What follows belongs to an exercise in optimizing a design on an open flow for a short achievable clock period and few clock cycles; a production flow would make more cautious choices.
The RTL was checked by simulation tests, not by an equivalence proof against the original design.
Power and IR drop assume default switching activity.

==> inputs of garnet <==
Design cpu, start of the top module:
module cpu(clk, reset, read_data, mem_addr, mem_cmd, out, N, V, Z, w);
export LEC_CHECK = 0
export CAP_MARGIN = 20
export CORE_MARGIN = 2
export CORE_UTILIZATION = 30
export SETUP_SLACK_MARGIN = 4.0
export SLEW_MARGIN = 20
export SYNTH_HIERARCHICAL = 1
export TNS_END_PERCENT = 100
create_clock -name core_clock -period 7.0 [get_ports {clk}]
run.sh (not shown) runs the stock make flow with config.mk's settings and CLKGATE_MAP_FILE= SYNTH_SCRIPT=/design/flow/synth_recipe.tcl, a recipe that flattens the netlist after the stock synthesis.
==> harbor (differences from garnet) <==
--- a/flow/design.v
+++ b/flow/design.v
@@ -113,16 +113,18 @@
     reg [8:0]  mmem, mjmp, mmem_p;
     reg        use_mp;
     reg [15:0] sdata;
     reg        pA, pB, pD, pM, pT;   
     reg        y_ld, y_st, y_redir, y_halt, y_cmp, y_and, y_fast;
     reg [7:0]  y_wr, y_ldrd;
     reg        ev;
     reg [15:0] opA, opB, resA, resB;
+    reg [7:0]  wE, wL;          
+    reg [15:0] wld;
     reg        bypA, bypB, bypD;
     reg        cin;
     reg [7:0]  e_wr;            
     reg        e_fast;          
     reg [7:0]  e_ldrd;
     reg        e_and, e_cmp, e_ld, e_st, e_redir, e_halt;
     reg [7:0]  e_key;           
     reg        e_iret, e_call;
@@ -143,90 +145,88 @@
     wire [15:0] sum = sumc[15:0];
     wire [15:0] e_res = e_and ? (A & B) : sum;
     wire zf = &(A ^ B);
     wire s15 = sum[15];
     wire same15 = (A[15] == B[15]);
     wire v1 = same15 & ~A[15];     
     wire v0 = same15 & A[15];      
     wire [2:0] flags_n = e_cmp ? {same15 & (s15 ^ A[15]), s15, zf} : flags;
-    wire [15:0] wdata = ld_q ? read_data : e_res;
-    wire [7:0]  we = ld_wr | e_wr;
-    reg  [127:0] rf_n;
+    reg  [127:0] rf_n;          
     reg  [127:0] rf_fast;       
     integer k;
     always @(*) begin
         for (k = 0; k < 8; k = k + 1) begin
-            rf_n[16*k +: 16] = we[k] ? wdata : rf[16*k +: 16];
-            rf_fast[16*k +: 16] = (e_fast & e_wr[k]) ? opB : rf[16*k +: 16];
+            rf_n[16*k +: 16] = wE[k] ? resA : wL[k] ? wld : rf[16*k +: 16];
+            rf_fast[16*k +: 16] = (e_fast & e_wr[k]) ? opB : rf_n[16*k +: 16];
         end
     end
     wire arriving = fq & ~e_redir & ~e_halt & ~halted;
     wire [63:0] y0, y1, y2, y3, y4, y5, y6, y5b, y6b, y7;
     wire [7:0] mrn_oh;
     wire [71:0] maddr_k;
     dec3 MD(.x(read_data[10:8]), .y(mrn_oh));
     genvar gk;
     generate
         for (gk = 0; gk < 8; gk = gk + 1) begin : MA
-            addk A(.r(rf[16*gk +: 9]), .i(read_data[4:0]), .s(maddr_k[9*gk +: 9]));
+            addk A(.r(rf_n[16*gk +: 9]), .i(read_data[4:0]), .s(maddr_k[9*gk +: 9]));
         end
     endgenerate
     wire [8:0] a_mem;
     sel8x9 MS(.v(maddr_k), .s(mrn_oh), .y(a_mem));
-    dcore #(.CONE(1)) D1(.inst(read_data), .fa1(fa1), .fpred(fpred), .fpret(fpret), .fptgt(fptgt), .rf(rf),
+    dcore #(.CONE(1)) D1(.inst(read_data), .fa1(fa1), .fpred(fpred), .fpret(fpret), .fptgt(fptgt), .rf(rf_n),
               .rf_fast(rf_fast), .e_wr(e_wr), .e_fast(e_fast), .e_ld(e_ld), .e_ldrd(e_ldrd),
               .e_st(e_st), .e_key(e_key), .e_res(e_res), .e_cmp(e_cmp), .flags(flags), .s15(s15),
               .zf(zf), .v1(v1), .v0(v0), .sdata(out), .arriving(arriving), .hold(hold),
               .irv(irv), .ev(ev), .e_halt(e_halt), .halted(halted), .y_ld(y_ld), .y_st(y_st),
               .y_redir(y_redir), .y_halt(y_halt), .y_cmp(y_cmp), .y_and(y_and), .y_fast(y_fast),
               .y_wr(y_wr), .y_ldrd(y_ldrd), .pT(pT), .pM(pM), .y(y1));
-    dcore #(.CONE(2)) D2(.inst(read_data), .fa1(fa1), .fpred(fpred), .fpret(fpret), .fptgt(fptgt), .rf(rf),
+    dcore #(.CONE(2)) D2(.inst(read_data), .fa1(fa1), .fpred(fpred), .fpret(fpret), .fptgt(fptgt), .rf(rf_n),
               .rf_fast(rf_fast), .e_wr(e_wr), .e_fast(e_fast), .e_ld(e_ld), .e_ldrd(e_ldrd),
               .e_st(e_st), .e_key(e_key), .e_res(e_res), .e_cmp(e_cmp), .flags(flags), .s15(s15),
               .zf(zf), .v1(v1), .v0(v0), .sdata(out), .arriving(arriving), .hold(hold),
               .irv(irv), .ev(ev), .e_halt(e_halt), .halted(halted), .y_ld(y_ld), .y_st(y_st),
               .y_redir(y_redir), .y_halt(y_halt), .y_cmp(y_cmp), .y_and(y_and), .y_fast(y_fast),
               .y_wr(y_wr), .y_ldrd(y_ldrd), .pT(pT), .pM(pM), .y(y2));
-    dcore #(.CONE(3)) D3(.inst(read_data), .fa1(fa1), .fpred(fpred), .fpret(fpret), .fptgt(fptgt), .rf(rf),
+    dcore #(.CONE(3)) D3(.inst(read_data), .fa1(fa1), .fpred(fpred), .fpret(fpret), .fptgt(fptgt), .rf(rf_n),
               .rf_fast(rf_fast), .e_wr(e_wr), .e_fast(e_fast), .e_ld(e_ld), .e_ldrd(e_ldrd),
               .e_st(e_st), .e_key(e_key), .e_res(e_res), .e_cmp(e_cmp), .flags(flags), .s15(s15),
               .zf(zf), .v1(v1), .v0(v0), .sdata(out), .arriving(arriving), .hold(hold),
               .irv(irv), .ev(ev), .e_halt(e_halt), .halted(halted), .y_ld(y_ld), .y_st(y_st),
               .y_redir(y_redir), .y_halt(y_halt), .y_cmp(y_cmp), .y_and(y_and), .y_fast(y_fast),
               .y_wr(y_wr), .y_ldrd(y_ldrd), .pT(pT), .pM(pM), .y(y3));
-    dcore #(.CONE(4)) D4(.inst(read_data), .fa1(fa1), .fpred(fpred), .fpret(fpret), .fptgt(fptgt), .rf(rf),
+    dcore #(.CONE(4)) D4(.inst(read_data), .fa1(fa1), .fpred(fpred), .fpret(fpret), .fptgt(fptgt), .rf(rf_n),
               .rf_fast(rf_fast), .e_wr(e_wr), .e_fast(e_fast), .e_ld(e_ld), .e_ldrd(e_ldrd),
               .e_st(e_st), .e_key(e_key), .e_res(e_res), .e_cmp(e_cmp), .flags(flags), .s15(s15),
               .zf(zf), .v1(v1), .v0(v0), .sdata(out), .arriving(arriving), .hold(hold),
               .irv(irv), .ev(ev), .e_halt(e_halt), .halted(halted), .y_ld(y_ld), .y_st(y_st),
               .y_redir(y_redir), .y_halt(y_halt), .y_cmp(y_cmp), .y_and(y_and), .y_fast(y_fast),
               .y_wr(y_wr), .y_ldrd(y_ldrd), .pT(pT), .pM(pM), .y(y4));
-    dcore #(.CONE(5), .TK(1)) D5(.inst(read_data), .fa1(fa1), .fpred(fpred), .fpret(fpret), .fptgt(fptgt), .rf(rf),
+    dcore #(.CONE(5), .TK(1)) D5(.inst(read_data), .fa1(fa1), .fpred(fpred), .fpret(fpret), .fptgt(fptgt), .rf(rf_n),
               .rf_fast(rf_fast), .e_wr(e_wr), .e_fast(e_fast), .e_ld(e_ld), .e_ldrd(e_ldrd),
               .e_st(e_st), .e_key(e_key), .e_res(e_res), .e_cmp(e_cmp), .flags(flags), .s15(s15),
               .zf(zf), .v1(v1), .v0(v0), .sdata(out), .arriving(arriving), .hold(hold),
               .irv(irv), .ev(ev), .e_halt(e_halt), .halted(halted), .y_ld(y_ld), .y_st(y_st),
               .y_redir(y_redir), .y_halt(y_halt), .y_cmp(y_cmp), .y_and(y_and), .y_fast(y_fast),
               .y_wr(y_wr), .y_ldrd(y_ldrd), .pT(pT), .pM(pM), .y(y5));
-    dcore #(.CONE(5), .TK(2)) D5b(.inst(read_data), .fa1(fa1), .fpred(fpred), .fpret(fpret), .fptgt(fptgt), .rf(rf),
+    dcore #(.CONE(5), .TK(2)) D5b(.inst(read_data), .fa1(fa1), .fpred(fpred), .fpret(fpret), .fptgt(fptgt), .rf(rf_n),
               .rf_fast(rf_fast), .e_wr(e_wr), .e_fast(e_fast), .e_ld(e_ld), .e_ldrd(e_ldrd),
               .e_st(e_st), .e_key(e_key), .e_res(e_res), .e_cmp(e_cmp), .flags(flags), .s15(s15),
               .zf(zf), .v1(v1), .v0(v0), .sdata(out), .arriving(arriving), .hold(hold),
               .irv(irv), .ev(ev), .e_halt(e_halt), .halted(halted), .y_ld(y_ld), .y_st(y_st),
               .y_redir(y_redir), .y_halt(y_halt), .y_cmp(y_cmp), .y_and(y_and), .y_fast(y_fast),
               .y_wr(y_wr), .y_ldrd(y_ldrd), .pT(pT), .pM(pM), .y(y5b));
-    dcore #(.CONE(6), .TK(1)) D6(.inst(read_data), .fa1(fa1), .fpred(fpred), .fpret(fpret), .fptgt(fptgt), .rf(rf),
+    dcore #(.CONE(6), .TK(1)) D6(.inst(read_data), .fa1(fa1), .fpred(fpred), .fpret(fpret), .fptgt(fptgt), .rf(rf_n),
               .rf_fast(rf_fast), .e_wr(e_wr), .e_fast(e_fast), .e_ld(e_ld), .e_ldrd(e_ldrd),
               .e_st(e_st), .e_key(e_key), .e_res(e_res), .e_cmp(e_cmp), .flags(flags), .s15(s15),
               .zf(zf), .v1(v1), .v0(v0), .sdata(out), .arriving(arriving), .hold(hold),
               .irv(irv), .ev(ev), .e_halt(e_halt), .halted(halted), .y_ld(y_ld), .y_st(y_st),
               .y_redir(y_redir), .y_halt(y_halt), .y_cmp(y_cmp), .y_and(y_and), .y_fast(y_fast),
               .y_wr(y_wr), .y_ldrd(y_ldrd), .pT(pT), .pM(pM), .y(y6));
-    dcore #(.CONE(7), .TK(3)) D7(.inst(read_data), .fa1(fa1), .fpred(fpred), .fpret(fpret), .fptgt(fptgt), .rf(rf),
+    dcore #(.CONE(7), .TK(3)) D7(.inst(read_data), .fa1(fa1), .fpred(fpred), .fpret(fpret), .fptgt(fptgt), .rf(rf_n),
               .rf_fast(rf_fast), .e_wr(e_wr), .e_fast(e_fast), .e_ld(e_ld), .e_ldrd(e_ldrd),
               .e_st(e_st), .e_key(e_key), .e_res(e_res), .e_cmp(e_cmp), .flags(flags), .s15(s15),
               .zf(zf), .v1(v1), .v0(v0), .sdata(out), .arriving(arriving), .hold(hold),
               .irv(irv), .ev(ev), .e_halt(e_halt), .halted(halted), .y_ld(y_ld), .y_st(y_st),
               .y_redir(y_redir), .y_halt(y_halt), .y_cmp(y_cmp), .y_and(y_and), .y_fast(y_fast),
               .y_wr(y_wr), .y_ldrd(y_ldrd), .pT(pT), .pM(pM), .y(y7));
     wire [8:0] a_jmp = y1[8:0];
     wire [15:0] a_opB = y2[15:0];
@@ -252,32 +252,31 @@
     wire d_ldr = y6[33], d_str = y6[32], d_halt = y6[30], d_cmp = y6[29];
     wire d_and = y6[28], d_fastc = y6[27];
     wire [7:0] a_wr = y6[26:19], rd_oh = y6[18:11];
     wire halted_n = halted | e_halt;
     wire [15:0] src = ld_q ? read_data : resA;
     wire y_inv = (ir[15:11] == 5'b10101) | (ir[15:11] == 5'b10111);
     wire fetching = cmd_q[1] & ~e_ld;
     wire e_ins = (e_bk & e_redir) | e_r7;
-    reg [3:0] bhit_p, bhit_j;
-    integer j;
-    always @(*)
-        for (j = 0; j < 4; j = j + 1) begin
-            bhit_p[j] = bv[j] & (bpc[9*j +: 9] == pc_f);
-            bhit_j[j] = bv[j] & (bpc[9*j +: 9] == mjmp);
-        end
+    wire [3:0] bhit_p, bhit_j;
+    btbhit BP(.bv(bv), .bpc(bpc), .a(pc_f), .hit(bhit_p));
+    btbhit BJ(.bv(bv), .bpc(bpc), .a(mjmp), .hit(bhit_j));
     wire [3:0] bhit = use_jmp ? bhit_j : bhit_p;
     wire bpred = |bhit;
     wire bpret = |(bhit & bret);
     wire [8:0] btgt = bpret ? lr_pred : ({9{bhit[0]}} & btg[8:0]) | ({9{bhit[1]}} & btg[17:9]) |
                                         ({9{bhit[2]}} & btg[26:18]) | ({9{bhit[3]}} & btg[35:27]);
     wire [8:0] addr1 = use_jmp ? inc9(mjmp) : inc9(pc_f);
     wire [8:0] faddr = use_jmp ? mjmp : pc_f;
     always @(posedge clk) begin
         rf <= rf_n;
+        wE <= e_wr;
+        wL <= ld_wr;
+        wld <= read_data;
         flags <= flags_n;
         resA <= e_res;
         fa <= faddr;
         fa1 <= addr1;
         fptgt <= btgt;
         if (e_call) lr_pred <= opB[8:0];
         resB <= a_resB;
         if (pA) opA <= src; else if (arriving) opA <= a_opA;
@@ -484,16 +483,17 @@
             3'd0: cond_ok = 1'b1;
             3'd1: cond_ok = (f == 3'b001);
             3'd2: cond_ok = ~f[0];
             3'd3: cond_ok = (f == 3'b100) | (f == 3'b010);
             3'd4: cond_ok = (f == 3'b100) | (f == 3'b010) | (f == 3'b001);
             default: cond_ok = 1'b0;
         endcase
     endfunction
+    reg  [127:0] shv;           
     reg  [71:0]  addr_k;        
     reg  [71:0]  base_k;
     integer k;
     wire [2:0] opc = inst[15:13];
     wire [1:0] op = inst[12:11];
     wire [2:0] rn = inst[10:8], rd = inst[7:5], rm = inst[2:0];
     wire [1:0] sh = inst[4:3];
     wire [4:0] im5 = inst[4:0];
@@ -517,16 +517,17 @@
     wire d_mem  = d_ldr | d_str;
     wire d_tgt  = d_bx | (d_blx & (rd != 3'b111));          
     wire d_fwd  = d_ldr & e_st & (inst[10:8] == e_key[7:5]) & (inst[4:0] == e_key[4:0]);
     wire [7:0] rd_oh = 8'b1 << rd;
     wire [7:0] rn_oh = 8'b1 << rn;
     wire [7:0] rm_oh = 8'b1 << rm;
     always @(*) begin
         for (k = 0; k < 8; k = k + 1) begin
+            shv[16*k +: 16] = shinv(rf[16*k +: 16], sh, d_inv);
             base_k[9*k +: 9] = rf_fast[16*k +: 9];
             addr_k[9*k +: 9] = add_sx5(rf[16*k +: 9], im5);
         end
     end
     wire [15:0] rA = sel16(rf, rn_oh);
     wire [15:0] rD = sel16(rf, rd_oh);
     wire [15:0] rMs = shinv(sel16(rf, rm_oh), sh, d_inv);
     wire [15:0] sx8 = {{8{inst[7]}}, inst[7:0]};
@@ -628,21 +629,23 @@
     assign s = {hi, lo};
 endmodule
 module add5(a, b, s, co);
     input [4:0] a, b;
     output [4:0] s;
     output co;
     wire [4:0] g = a & b;
     wire [4:0] t = a | b;
-    wire c1 = g[0];
-    wire c2 = g[1] | (t[1] & g[0]);
-    wire c3 = g[2] | (t[2] & g[1]) | (t[2] & t[1] & g[0]);
-    wire c4 = g[3] | (t[3] & g[2]) | (t[3] & t[2] & g[1]) | (t[3] & t[2] & t[1] & g[0]);
-    assign co = g[4] | (t[4] & c4);
+    wire c1 = a[0] & b[0];
+    wire c2 = g[1] | (t[1] & a[0] & b[0]);
+    wire c3 = g[2] | (t[2] & a[1] & b[1]) | (t[2] & t[1] & a[0] & b[0]);
+    wire c4 = g[3] | (t[3] & a[2] & b[2]) | (t[3] & t[2] & a[1] & b[1]) |
+              (t[3] & t[2] & t[1] & a[0] & b[0]);
+    assign co = g[4] | (t[4] & a[3] & b[3]) | (t[4] & t[3] & a[2] & b[2]) |
+                (t[4] & t[3] & t[2] & a[1] & b[1]) | (t[4] & t[3] & t[2] & t[1] & a[0] & b[0]);
     assign s = (a ^ {c4, c3, c2, c1, 1'b0}) ^ b;
 endmodule
 module hisel(r, up, dn, neg, c, y);
     input [3:0] r, up, dn;
     input neg, c;
     output [3:0] y;
     assign y = (neg == c) ? r : c ? up : dn;
 endmodule
@@ -754,8 +757,16 @@
     assign g = gh | (th & gl);
     assign t = th & tl;
 endmodule
 module sumbit(a, b, c, s);
     input a, b, c;
     output s;
     assign s = a ^ b ^ c;
 endmodule
+module btbhit(bv, bpc, a, hit);
+    input [3:0] bv;
+    input [35:0] bpc;
+    input [8:0] a;
+    output [3:0] hit;
+    assign hit = {bv[3] & (bpc[35:27] == a), bv[2] & (bpc[26:18] == a),
+                  bv[1] & (bpc[17:9] == a), bv[0] & (bpc[8:0] == a)};
+endmodule
==> summary.md <==
| Metric | Value |
|---|---|
| Status | timing/DRC/antenna clean |
| WL met2 | about 62000 microns |
| Pwr/cell area | ~300 nW/um^2 |
| Static leakage | ~17 nW |
| Syn avg cell area | 9.50 sq um |
| Worst slew pin tran | 1.12 ns |
| Worst Setup End Kind | primary output |
| TritonCTS Buffers | ~60 |
| Relative slew margins | 0.256 |
| Wirelength, routed | ~140000 microns |
| Multi-input gate area | roughly 24000 sq um |
| Final instance area | between 40000 and 50000 sq um |
| Min Clock Period, post-route | roughly 3.1 ns |
| Buffering overhead | 0.0914 |
| DR iter-0 viols | 4179 |
| ClkCell Share | 0.0434 |
| Core area | 124000 sq um |
| Reg2reg path depth | 11 |
| Crit path max-delay family | flip-flops |
| Die height | about 360 microns |
| Largest power group | combinational cells |
The numbers above come from harbor.

==> summary.md <==
| Metric | Value |
|---|---|
| ClkCell Share | 0.0485 |
| Status | timing/DRC/antenna clean |
| Buffering overhead | 0.0805 |
| Worst Setup End Kind | flip-flop |
| Static leakage | ~17 nW |
| WL met2 | approximately 58000 microns |
| Reg2reg path depth | 12 |
| Min Clock Period, post-route | around 3.2 ns |
| Syn avg cell area | about 10 sq um |
| Worst slew pin tran | between 1 and 1.5 ns |
| DR iter-0 viols | around 3200 |
| Die height | about 350 microns |
| Largest power group | sequential cells |
| Relative slew margins | 0.248 |
The numbers above come from garnet.

Testbench counts of garnet, summed over its fixed seeds: cycles 20,667.
Testbench counts of harbor, summed over its fixed seeds: cycles 20,667.

==> static timing again, ports no longer ideal <==
In the flow no input, the clock included, has a driving cell. The finished layouts below were timed again as built, in two steps.
Step 1: set_driving_cell puts a clkbuf_16 on clk and a buf_2 on each other input, an assumption about the parent block.
Step 2, shift: input delay + t, output delay - t, t = (earliest + latest rising clock arrival at the registers) / 2. This alone moves slack from input paths to output paths.
Three values: ideal, step 1, step 2; two values: the first two.
run | shift t [ns] | setup slack, ns | worst hold slack (ns) | latest minus earliest clock arrival (ns)
garnet | 0.722 | 3.787 / 3.624 / 2.902 | 0.423 / 0.423 / 0.423 | 0.030 / 0.030
harbor | 0.730 | 3.871 / 3.787 / 3.078 | 0.330 / 0.330 / 0.330 | 0.043 / 0.043
After both steps every run listed still meets setup and hold. For garnet, which loses most, drivers alone change the setup slack by -0.163 ns; drivers and shift together by -0.885 ns.
